This is an optimization exercise on Yosys and OpenROAD, whose aim is small area and a short achievable clock period, not a production implementation. Function was checked by simulation only, so behaviour that the tests miss may differ from the original.

==> flow/design.v (excerpt) <==
module DOUBLY_PIPELINE(clk,xi,yi,r,ang,xf,yf);
input signed [15:0] xi,yi;
input clk;
output signed [15:0] r,ang;
output signed [15:0] xf,yf;
reg signed [15:6] xr, yr;   
reg signed [15:0] a2,a3,a4,a5,a6,a7,a8;
reg signed [15:0] b2,b3,b4,b5,b6,b7;
reg        t2;
reg [1:0]  t3;
reg [2:0]  t4;
reg [3:0]  t5;
reg [4:0]  t6;
reg [5:0]  t7;
reg [5:0]  t8;
reg signed [15:0] x2,x3,x4,x5,x6,x7,x8;
reg signed [15:0] y2,y3,y4,y5,y6,y7,y8;
reg signed [15:0] r_q, xf_q, yf_q;
reg [13:0] ang_q;
reg svn2, svn3, svn4, svn5, svn6;         
reg dxn1, dxn2, dxn3, dxn4, dxn5, dxn6;   
wire [15:0] sc_r, sc_x, sc_y;
scale16 u_sr(.v(a8), .q(sc_r));
scale16 u_sx(.v(x8), .q(sc_x));
scale16 u_sy(.v(y8), .q(sc_y));
wire signed [15:0] a1, b1;
wire c_a1, c_b1;
wire [5:0] a1lo_n, b1lo_n; wire ca_n, cb_n;
add6_skl u_a1lo(.a(xi[5:0]), .b(yi[5:0]), .cin(1'b0), .s(a1lo_n), .cout(ca_n));
add6_skl u_b1lo(.a(yi[5:0]), .b(~xi[5:0]), .cin(1'b1), .s(b1lo_n), .cout(cb_n));
reg [5:0] a1lo, b1lo; reg ca, cb;
wire [9:0] a1hi, b1hi;
add10_skl u_a1hi(.a(xr[15:6]), .b(yr[15:6]), .cin(ca), .s(a1hi), .cout(c_a1));
add10_skl u_b1hi(.a(yr[15:6]), .b(~xr[15:6]), .cin(cb), .s(b1hi), .cout(c_b1));
assign a1 = {a1hi, a1lo};
assign b1 = {b1hi, b1lo};
wire signed [15:0] sh_a2 = b1 >>> 1;
wire [15:0] n_a2; wire co_a2;
add_skl16 u_a2(.a(a1), .b(sh_a2 ^ {16{b1[15]}}), .cin(b1[15]), .s(n_a2), .cout(co_a2));
wire signed [15:0] sh_b2 = a1 >>> 1;
wire [15:0] n_b2; wire co_b2;
add_skl16 u_b2(.a(b1), .b(sh_b2 ^ {16{~b1[15]}}), .cin(~b1[15]), .s(n_b2), .cout(co_b2));
wire signed [15:0] sh_x2 = b1 >>> 1;
wire [15:0] n_x2; wire co_x2;
add_skl12 u_x2(.a(a1), .b(sh_x2 ^ {16{t3[0]}}), .cin(t3[0]), .s(n_x2), .cout(co_x2));
wire signed [15:0] sh_y2 = a1 >>> 1;
wire [15:0] n_y2; wire co_y2;
add_skl12 u_y2(.a(b1), .b(sh_y2 ^ {16{~t3[0]}}), .cin(~t3[0]), .s(n_y2), .cout(co_y2));
wire signed [15:0] sh_a3 = b2 >>> 2;
wire [15:0] n_a3; wire co_a3;
add_skl10 u_a3(.a(a2), .b(sh_a3 ^ {16{b2[15]}}), .cin(b2[15]), .s(n_a3), .cout(co_a3));
wire signed [15:0] sh_b3 = a2 >>> 2;
wire [15:0] n_b3; wire co_b3;
  ...
Size in the first run: roughly 3400 cells after synthesis, roughly 550 flip-flops, about 97 I/O pins.
clock: 22.0 ns
lec_check: 0
cap_margin: 20
core_margin: 2
core_utilization: 40
cts_buf_list: sky130_fd_sc_hd__clkbuf_8 sky130_fd_sc_hd__clkbuf_16
cts_cluster_diameter: 200
cts_cluster_size: 25
slew_margin: 20
standard.sh (not shown) runs the stock make flow with config.mk's settings and CLKGATE_MAP_FILE= SYNTH_SCRIPT=/design/flow/synth_recipe.tcl, a recipe that flattens the netlist after the stock synthesis.
==> flow/flow/run.sh <==
#!/bin/bash
set -euo pipefail
export BUFFER_PORTS_ARGS="-buffer_cell sky130_fd_sc_hd__buf_2"
export SETUP_SLACK_MARGIN=16.5
bash standard.sh > standard_flow.log 2>&1
The first run produced a clean layout.
Next try:
--- a/flow/config.mk
+++ b/flow/config.mk
@@ -8,7 +8,7 @@
 export CAP_MARGIN = 20
 export CORE_MARGIN = 2
-export CORE_UTILIZATION = 40
-export CTS_BUF_LIST = sky130_fd_sc_hd__clkbuf_8 sky130_fd_sc_hd__clkbuf_16
+export CORE_UTILIZATION = 60
 export CTS_CLUSTER_DIAMETER = 200
 export CTS_CLUSTER_SIZE = 25
+export PLACE_DENSITY = 0.72
 export SLEW_MARGIN = 20
Die area decreases by a quarter to a third.
Routed wire length increases by a few percent.
Final cell count decreases by a little under a tenth.
Next try:
--- a/flow/config.mk
+++ b/flow/config.mk
@@ -8,7 +8,6 @@
 export CAP_MARGIN = 20
 export CORE_MARGIN = 2
-export CORE_UTILIZATION = 60
-export CTS_CLUSTER_DIAMETER = 200
-export CTS_CLUSTER_SIZE = 25
-export PLACE_DENSITY = 0.72
+export CORE_UTILIZATION = 40
+export CTS_CLUSTER_DIAMETER = 150
+export CTS_CLUSTER_SIZE = 20
 export SLEW_MARGIN = 20
Effect: The new run finished with timing, DRC and antenna clean. Wire length is lower by about 4.4%. Synthesized cell count stays the same. Final cell count increases by about 10%. Setup slack got worse by 22 ps.
Next try:
==> flow/run.sh (new file) <==
#!/bin/bash
# synth_recipe.tcl (not shown) runs the flow's synth.tcl, then flattens the netlist and writes it again
# the make line also repeats each setting of config.mk as NAME=value (left out here)
make -C /OpenROAD-flow-scripts/flow DESIGN_CONFIG=/design/flow/config.mk WORK_HOME=/design/flow/orfs CLKGATE_MAP_FILE= SYNTH_SCRIPT=/design/flow/synth_recipe.tcl finish
--- a/flow/config.mk
+++ b/flow/config.mk
@@ -9,5 +9,5 @@
 export CORE_MARGIN = 2
 export CORE_UTILIZATION = 40
-export CTS_CLUSTER_DIAMETER = 150
-export CTS_CLUSTER_SIZE = 20
+export CTS_CLUSTER_DIAMETER = 200
+export CTS_CLUSTER_SIZE = 25
 export SLEW_MARGIN = 20
removed: flow/flow/run.sh
removed: flow/standard.sh
Register-to-register slack gets worse by 930 ps; critical path depth rose by 18; cell count is about the same; non-clock buffer count fell by 5; setup slack gets worse by 620 ps; flip-flop and latch count is unchanged; worst hold slack gets better by 5.7 ps; clock skew fell by 8.2 ps; via count rose by 1.6%.
Next try:
==> flow/flow/run.sh (new file) <==
#!/bin/bash
set -euo pipefail
export BUFFER_PORTS_ARGS="-buffer_cell sky130_fd_sc_hd__buf_2"
export SETUP_SLACK_MARGIN=16.5
bash standard.sh > standard_flow.log 2>&1
==> flow/standard.sh (new file) <==
#!/bin/bash
# synth_recipe.tcl (not shown) runs the flow's synth.tcl, then flattens the netlist and writes it again
# the make line also repeats each setting of config.mk as NAME=value (left out here)
make -C /OpenROAD-flow-scripts/flow DESIGN_CONFIG=/design/flow/config.mk WORK_HOME=/design/flow/orfs CLKGATE_MAP_FILE= SYNTH_SCRIPT=/design/flow/synth_recipe.tcl "${@:-finish}"
removed: flow/run.sh
=> Design area decreases by 0.60%. Wire length decreases by 1.7%. Final cell count stays flat. Sequential share of layout area increases by 0.28 points. Hold slack loses 7.5 ps. Sequential cell count is unchanged. Area after synthesis is unchanged. Core utilization decreases by 0.26 points.
Next try:
==> flow/flow/run.sh (replaced) <==
#!/bin/bash
set -euo pipefail
export BUFFER_PORTS_ARGS="-buffer_cell sky130_fd_sc_hd__buf_2"
export SETUP_SLACK_MARGIN=16.65
bash standard.sh > standard_flow.log 2>&1
Effect:
- hold slack improved by 10 ps
- non-clock buffer count rises by 2
- clock skew falls by 10 ps
- utilization rises by 0.14 points

## re-timing with driven ports
How much do the figures lean on ideal ports? The routed layouts below were timed once more, with nothing changed but the port constraints.
Step 1, drivers: a clkbuf_16 drives clk and a buf_2 each remaining input, both assumed.
Step 2, shift: input delay + t, output delay - t, t = (earliest + latest rising clock arrival at the registers) / 2. This alone moves slack from input paths to output paths.
a / b / c = ideal ports / drivers / drivers and shift; a / b = the first two.
run | t, ns | slack for setup (ns) | hold WS [ns] | slew at the worst register clock pin (ns)
the first run | 0.656 | 16.540 / 16.479 / 16.144 | 0.325 / 0.325 / 0.325 | 0.12 / 0.12
the second run | 0.637 | 16.554 / 16.494 / 16.177 | 0.334 / 0.334 / 0.334 | 0.11 / 0.11
the third run | 0.664 | 16.532 / 16.471 / 16.127 | 0.327 / 0.327 / 0.327 | 0.09 / 0.09
the fourth run | 0.643 | 15.908 / 15.908 / 15.652 | 0.332 / 0.332 / 0.332 | 0.12 / 0.12
the fifth run | 0.656 | 16.540 / 16.479 / 16.144 | 0.325 / 0.325 / 0.325 | 0.12 / 0.12
the sixth run | 0.657 | 16.547 / 16.484 / 16.182 | 0.335 / 0.335 / 0.335 | 0.12 / 0.12
After both steps setup and hold are still met in every run listed. The setup slack of the third run, which loses most, moves by -0.061 ns with the drivers and by -0.405 ns with both steps.
